From an optimization exercise on the open Yosys and OpenROAD flow, aimed at small area and a short achievable clock period; shortcuts taken in it are not production practice.
Where RTL was checked, it was by simulation tests only, not by an equivalence proof against the original.
Only the layout flow was run in run 2; the RTL was not checked for function there.
No activity file was given, so power comes from the tool's default toggle rates.

==> flow/design.v (outline; a module is shown in full before it is edited, if it fits) <==
// module alu: 986 lines
// module cpa: 137 lines
// module ltu: 3 lines
// module mulov: 62 lines
// module ovtab: 18 lines
// module sfx4: 6 lines
// module ao8: 3 lines
// module ovsel: 6 lines
// module mx2: 3 lines
// module omux: 3 lines
// module logic_unit: 14 lines
// module fa: 4 lines
// module ha: 4 lines
module alu #(
    parameter DATA_WIDTH = 32,
    parameter INST_WIDTH = 4
)(
    input                   i_clk,
    input                   i_rst_n,
    input  [DATA_WIDTH-1:0] i_data_a,
    input  [DATA_WIDTH-1:0] i_data_b,
    input  [INST_WIDTH-1:0] i_inst,
    input                   i_valid,
    output [DATA_WIDTH-1:0] o_data,
    output                  o_overflow,
    output                  o_valid
);
  // ...
==> flow/flow/run.sh <==
#!/bin/bash
# The standard ORFS layout (standard synthesis included), with two
# changes to how it is made:
#  - the port buffers are plain buffers (buf_4) rather than the delay cell
#    that buffer_ports picks on its own; every port still gets its buffer;
set -uo pipefail
MARGIN=7
export BUFFER_PORTS_ARGS="-buffer_cell sky130_fd_sc_hd__buf_4"
bash standard.sh SETUP_SLACK_MARGIN=$MARGIN finish > flow_make.log 2>&1
status=$?
cp -r orfs/logs flow_logs 2>/dev/null || true
exit $status
==> flow/standard.sh <==
#!/bin/bash
# synth_recipe.tcl (not shown) runs the flow's synth.tcl, then flattens the netlist and writes it again
# the make line also repeats each setting of config.mk as NAME=value (left out here)
make -C /OpenROAD-flow-scripts/flow DESIGN_CONFIG=/design/flow/config.mk WORK_HOME=/design/flow/orfs CLKGATE_MAP_FILE= SYNTH_SCRIPT=/design/flow/synth_recipe.tcl "${@:-finish}"
==> flow/config.mk <==
export PLATFORM = sky130hd
export DESIGN_NAME = alu
export DESIGN_NICKNAME = alu
export VERILOG_FILES = /design/flow/design.v
export SDC_FILE = /design/flow/constraint.sdc
export NUM_CORES = 4
export LEC_CHECK = 0
export CAP_MARGIN = 20
export CORE_MARGIN = 2
export CORE_UTILIZATION = 45
export PLACE_DENSITY = 0.6
export SLEW_MARGIN = 20
export SYNTH_HIERARCHICAL = 1
export SYNTH_MINIMUM_KEEP_SIZE = 0
==> flow/constraint.sdc <==
create_clock -name core_clock -period 13.0 [get_ports {i_clk}]
set_input_delay 2.6000 -clock core_clock [delete_from_list [all_inputs] [get_ports {i_clk}]]
set_output_delay 2.6000 -clock core_clock [all_outputs]
set_load 0.01 [all_outputs]
==> run summary, run 1 <==
power in combinational cells=2.14 mW; Final HPWL DP=45790 um; post-layout worst setup margin=6.814 ns; part of the power in the clock network=10.6%; commonest cells after routing, fill and taps aside=318 x sky130_fd_sc_hd__xnor2_1, 265 x sky130_fd_sc_hd__a22oi_1, 220 x sky130_fd_sc_hd__fa_1; amount of wire on met2 after detailed routing=32320 um; routed via count divided by cell count=6.595; via count of the first global-routing pass=17170; clock sink count=108; Worst Path Class, Setup=flip-flop to output pin; post-route DRC violation count=0; most numerous cell in the Yosys netlist=sky130_fd_sc_hd__xnor2_1; number of antenna violations at the first check in global routing=0; layer carrying the most global-route usage=met2; library cell contributing the largest single delay on the critical path=sky130_fd_sc_hd__fa_1; number of sequential cells in the layout=108; share of the yosys chip area belonging to registers=11.22%; cts hold-fix bufs=0; RSZ-0062 raised after global routing=true; transition at the pin with the smallest max-transition slack=1.074 ns; initial standard-cell utilization of the core=45.85%; top-area cell type share of the netlist area=23.32%; core footprint=42130 um2; power density over the cells=132.5 nW/um2; number of buffer and inverter stages on the critical path=3; post-layout min period=6.186 ns; post-synthesis xor/xnor area fraction=15.27%; arrival time worst endpoint=3.59 ns; number of diodes=0; most area-hungry cell class in the final design=multi-input gates; Peak supply drop=87.88 uV; clock tree buffer depth=2; cell seen most often among critical-path stages=sky130_fd_sc_hd__ha_4; number of clock buffer instances in the layout=10; fraction of area in registers=10.07%; result of the run=finished clean; Final period util=47.58%; internal portion of total power=1.531 mW
==> inputs of run 2 (changes only) <==
--- a/flow/design.v
+++ b/flow/design.v
@@ -33,25 +33,25 @@
 wire lt_u;
 ltu u_ltu (.a(a), .b(b), .lt(lt_u));
 wire lt_s = a[31] ^ b[31] ^ lt_u;
 wire lt = op[3] ? lt_u : lt_s;           
 wire mx = (op == 4'd3) | (op == 4'd8);
 wire mn = (op == 4'd4) | (op == 4'd9);
 wire sel_a = (mx & ~lt) | (mn & lt);
 wire sel_b = (mx & lt) | (mn & ~lt);
-wire e11 = i_valid & (sel_a | sel_b | (op == 4'd10) | (op == 4'd11));
-wire e10 = i_valid & (sel_a | (op == 4'd11) | (op == 4'd12));
+wire e11 = i_valid & (sel_a | sel_b | (op == 4'd10) | (op == 4'd11)) | addop;
+wire e10 = i_valid & (sel_a | (op == 4'd11) | (op == 4'd12)) | addop;
 wire e01 = i_valid & (sel_b | (op == 4'd11) | (op == 4'd12) | (op == 4'd13));
 wire e00 = i_valid & (op == 4'd13);
 wire erev = i_valid & (op == 4'd14);
 wire [31:0] lg;
 logic_unit u_lg (.a(a), .b(b), .e11(e11), .e10(e10), .e01(e01), .e00(e00),
                  .erev(erev), .d(lg));
-wire [31:0] ax = (a & {32{addop}}) | lg;
+wire [31:0] ax = lg;
 wire [31:0] by = (b & {32{addp}}) | (~b & {32{sub}});
 wire [95:0] cs_w;
 wire pp0_0 = ((bt_one[0] & a[0])) ^ bt_neg[0];
 wire pp0_1 = ((bt_one[0] & a[1]) | (bt_two[0] & a[0])) ^ bt_neg[0];
 wire pp0_2 = ((bt_one[0] & a[2]) | (bt_two[0] & a[1])) ^ bt_neg[0];
 wire pp0_3 = ((bt_one[0] & a[3]) | (bt_two[0] & a[2])) ^ bt_neg[0];
 wire pp0_4 = ((bt_one[0] & a[4]) | (bt_two[0] & a[3])) ^ bt_neg[0];
 wire pp0_5 = ((bt_one[0] & a[5]) | (bt_two[0] & a[4])) ^ bt_neg[0];
==> run 2 against run 1 <==
  * Still clean on timing, DRC and antenna
  * Core utilization is 0.64 points lower
  * Global-route usage is 0.31 points higher
  * Die area is 0.59% lower
  * Worst hold slack better by 0.0041 ns
  * Sequential share of layout area is 0.15 points higher
  * First-iteration DRC count is 5.6% lower
  * Synthesized area is 0.60% lower
  * Sequential power is 1% lower
  * Clock power is 5% lower
  * Non-clock buffer count is 3 higher
  * Routed wire length is 0.69% higher
  * Critical path type unchanged
  * Largest power group unchanged
==> run summary, run 2 <==
result of the run=finished clean; FP Rows=75; Buffers on Ports=104; clock sink count=108 (unchanged); Final Max Slew Viols=0; area leader, netlist=sky130_fd_sc_hd__fa_1; required time of the critical path=10.40 ns; Startpoint Class=flip-flop; global placement routability congestion=0.9811; final cell count without fillers=2563; count of distinct cell types in the synthesized netlist=84; clock root cell=sky130_fd_sc_hd__clkbuf_16; Die Ht=210.6 um; post-layout min period=6.066 ns (-0.1196 ns); Post-synth EDFFs=0; number of nets with antenna violations after detailed routing=0; register with the most flip-flops=cs_r; crit-path max cell delay=0.52 ns; clock slew at the register clock pins of the worst setup and hold paths=0.08 ns; Final TNS setup=0 ns; Total GRT Usage=32.10%; total of warnings raised by yosys=8; Total Wirelength=70690 um; number of diodes=0 (unchanged); total standard cell area after synthesis=19200 um2; list of most frequent post-synthesis cells=319 x sky130_fd_sc_hd__xnor2_1, 297 x sky130_fd_sc_hd__a22oi_1, 225 x sky130_fd_sc_hd__fa_1; die area=44340 um2; top-area cell type share of the netlist area=23.46% (+0.14 points); # H-tree levels=3; commonest non-fill, non-tap cell in the layout=sky130_fd_sc_hd__xnor2_1; max-slew headroom at the worst pin=23.35%; post-route DRC violation count=0 (unchanged); count of final hold-check violations=0; DP Cell Count=2523; arrival time worst endpoint=3.47 ns (-0.12 ns); share of flip-flops with an asynchronous set or reset after synthesis=0.9259%; maximum fanout count along the critical path=5; pin count of the biggest net entering global routing=76; share of the yosys chip area belonging to registers=11.29% (+0.068 points); commonest cells after routing, fill and taps aside=318 x sky130_fd_sc_hd__xnor2_1, 295 x sky130_fd_sc_hd__a22oi_1, 215 x sky130_fd_sc_hd__fa_1; largest registers=cs_r (96), ovi_r (10); library cell contributing the largest single delay on the critical path=sky130_fd_sc_hd__fa_1; path category of the worst min-delay check=input port to async pin; global-route wire length before repair=106700 um; via count of the first global-routing pass=16970 (-1.1%); first drt pass iteration count=8; number of vias in the routed layout=16680; number of top-level design ports=105; initial standard-cell utilization of the core=45.68% (-0.17 points); Critical Path Sink Type=output pin; syn nets=2455; # setup viols final=0; drt first-iter violations=1688; max-cap violation count=0; transition at the pin with the smallest max-transition slack=1.150 ns (+0.07583 ns); max reg flops=96; most numerous cell in the Yosys netlist=sky130_fd_sc_hd__xnor2_1; sum of overflow across all layers after global routing=0; routed via count divided by cell count=6.508 (-1.3%); core footprint=42040 um2 (-0.22%); Setup crit start=cs_r[12]$_DFF_P_; cells traversed along the worst timing path=fa_1, ha_4, nand3_2, a211oi_2, nor3_2, buf_4, o31ai_4, buf_6, a31o_1, a31o_1, ha_4, nor2_2, xnor2_1, and2_4, buf_6; number of antenna violations at the first check in global routing=1 (+1); flip-flop and latch count after synthesis=108; overall die width=210.6 um; clock tree buffer depth=2 (unchanged); Worst Path Class, Setup=flip-flop to output pin; RSZ-0062 raised after global routing=true; TritonCTS clock tree=done; cell count after synthesis=2034; area overhead of the layout relative to synthesis=10.58%; share of the core filled with cells in the final layout=50.51%; Area contributors post-synth=sky130_fd_sc_hd__fa_1 23%, sky130_fd_sc_hd__xnor2_1 15%, sky130_fd_sc_hd__a22oi_1 12%, sky130_fd_sc_hd__dfxtp_1 11%, sky130_fd_sc_hd__ha_1 8.1%; layout cells sized above 1=16.85%; Net count, final=2440; cts hold-fix bufs=0 (unchanged); Final period util=46.66% (-0.92 points); routed wirelength normalized by instance count=27.58 um; synthesized area per cell=9.441 um2; Final HPWL DP=47530 um (+3.8%); power density over the cells=135.9 nW/um2 (+2.6%); Peak supply drop=79.89 uV (-9.1%); TritonCTS Buffers=9; Fmax achieved=164.9 MHz; Synth Flop Type=sky130_fd_sc_hd__dfxtp_1; Lkg Pwr=8.710 nW
run 2: changes by cell type in the layout (fill, tap and decap cells not counted), moves of 7 or more:
cell                       change
sky130_fd_sc_hd__and3_1       +30
sky130_fd_sc_hd__a22oi_1      +30
sky130_fd_sc_hd__buf_4        +10
sky130_fd_sc_hd__and2_1       -32
sky130_fd_sc_hd__nor2_1       -25
sky130_fd_sc_hd__a221o_1      -62
sky130_fd_sc_hd__nand2b_1      -7
sky130_fd_sc_hd__o21ai_0      +25
sky130_fd_sc_hd__a21o_1       +28
run 2: metal layers:
| layer | wire length (um) | share of wire [%] | vias up | global-route usage (%) |
|---|---|---|---|---|
| li1 | - | - | 7172 | - |
| met1 | 28340 | 40 | 8400 | 42.19 |
| met2 | 33010 | 47 | 941 | 52.01 |
| met3 | 6357 | 9.0 | 166 | 6.108 |
| met4 | 2966 | 4.2 | 2 | 13.26 |
| met5 | 16 | 0.023 | - | 0 |
run 2: through the flow:
stage / power (mW) / instance area [um2] / setup WS (ns) / hold slack, ns
after detailed placement: 2.534 / 20160 / 6.192 / 2.378
after global routing: 3.152 / 21230 / 6.767 / 1.961
after global placement: 2.504 / 20160 / 6.288 / 2.375
after floorplan: 1.838 / 19260 / 6.880 / 2.304
after CTS: 2.872 / 20930 / 6.915 / 1.964
final: 2.886 / 21230 / 6.934 / 1.974
run 2: cell families after synthesis:
family | synth area share (%)
xor+xnor | 15.49
buf+inv | 5.675
compound gates | 19.96
mux | 4.177
fa+ha+maj | 31.60
flops | 11.29
simple gates | 11.79
other cells | 0.01953
run 2: cell type report:
type	count	area, um2
Fill cell	3884	20810
Clock buffer	10	239.0
Inverter	56	227.7
Clock inverter	6	46.29
Multi-Input combinational cell	1677	16370
Timing Repair Buffer	167	1510
Sequential cell	108	2170
Tap cell	539	674.4
run 2: power breakdown:
part           internal (mW)  switching, mW
clock network          0.138          0.151
logic                   1.00           1.19
registers              0.380         0.0295
run 2: Yosys stat by module (local to each module, per instance):
module	flops+latches	copies in the design	area, um2
ltu	0	1	777.0
ao8	0	8	36.28
ovsel	0	1	27.53
alu	108	1	9609
mulov	0	1	824.5
cpa	0	1	913.4
fa	0	225	20.02
mx2	0	1	15.01
sfx4	0	8	27.53
ovtab	0	1	136.4
omux	0	2	22.52
logic_unit	0	1	1051
ha	0	63	12.51
run 2: worst paths after layout:
| check | depth (start not counted) | to | slack, ns |
|---|---|---|---|
| min in group core_clock | 1 | valid_r$_DFF_PN0_ | 2.41 |
| hold / removal | 1 | valid_r$_DFF_PN0_ | 1.97 |
| setup / recovery | 15 | o_data[22] | 6.93 |
| max in group asynchronous | 1 | valid_r$_DFF_PN0_ | 10.95 |
run 2: critical path, delay by kind of cell (launching register included):
| family | cells | cell delay (ns) |
|---|---|---|
| XOR/XNOR | 1 | 0.17 |
| adder cells (fa/ha/maj) | 3 | 0.96 |
| buffers and inverters | 3 | 0.47 |
| AND/OR/NAND/NOR | 4 | 0.34 |
| flip-flops | 1 | 0.33 |
| AO/OA/AOI/OAI | 4 | 0.79 |
run 2: repair_timing:
item / in CTS / in global routing
cloned: 1 / 1
pin swaps: 27 / 13
resized for setup: 56 / 61
setup buffers: 17 / 5
endpoints found under the setup margin: 76 / 53

==> afterwards: timing with drivers on the ports <==
No port has a modelled driver above. Below, the same layouts with a new extraction and two added sets of constraints.
Step 1, drivers: a clkbuf_16 drives i_clk and a buf_2 each remaining input, both assumed.
Step 2 moves the port delays by t, midway between the first and last clock arrival at a register: inputs arrive t later, outputs are due t later. That takes back most of the time a late clock gives input paths.
Three values: ideal ports, drivers, drivers and shift; two values: the first two.
run	t (ns)	slack for setup (ns)	hold slack, ns	worst setup path at the end	slew at the worst register clock pin (ns)
run 1	0.440	6.814 / 6.764 / 6.629	1.970 / 1.964 / 2.403	input to register	0.08 / 0.08
run 2	0.434	6.934 / 6.880 / 6.579	1.974 / 1.944 / 2.378	input to register	0.09 / 0.09
After both steps every run listed still meets setup and hold. The setup slack of run 2, which loses most, moves by -0.054 ns with the drivers and by -0.355 ns with both steps.
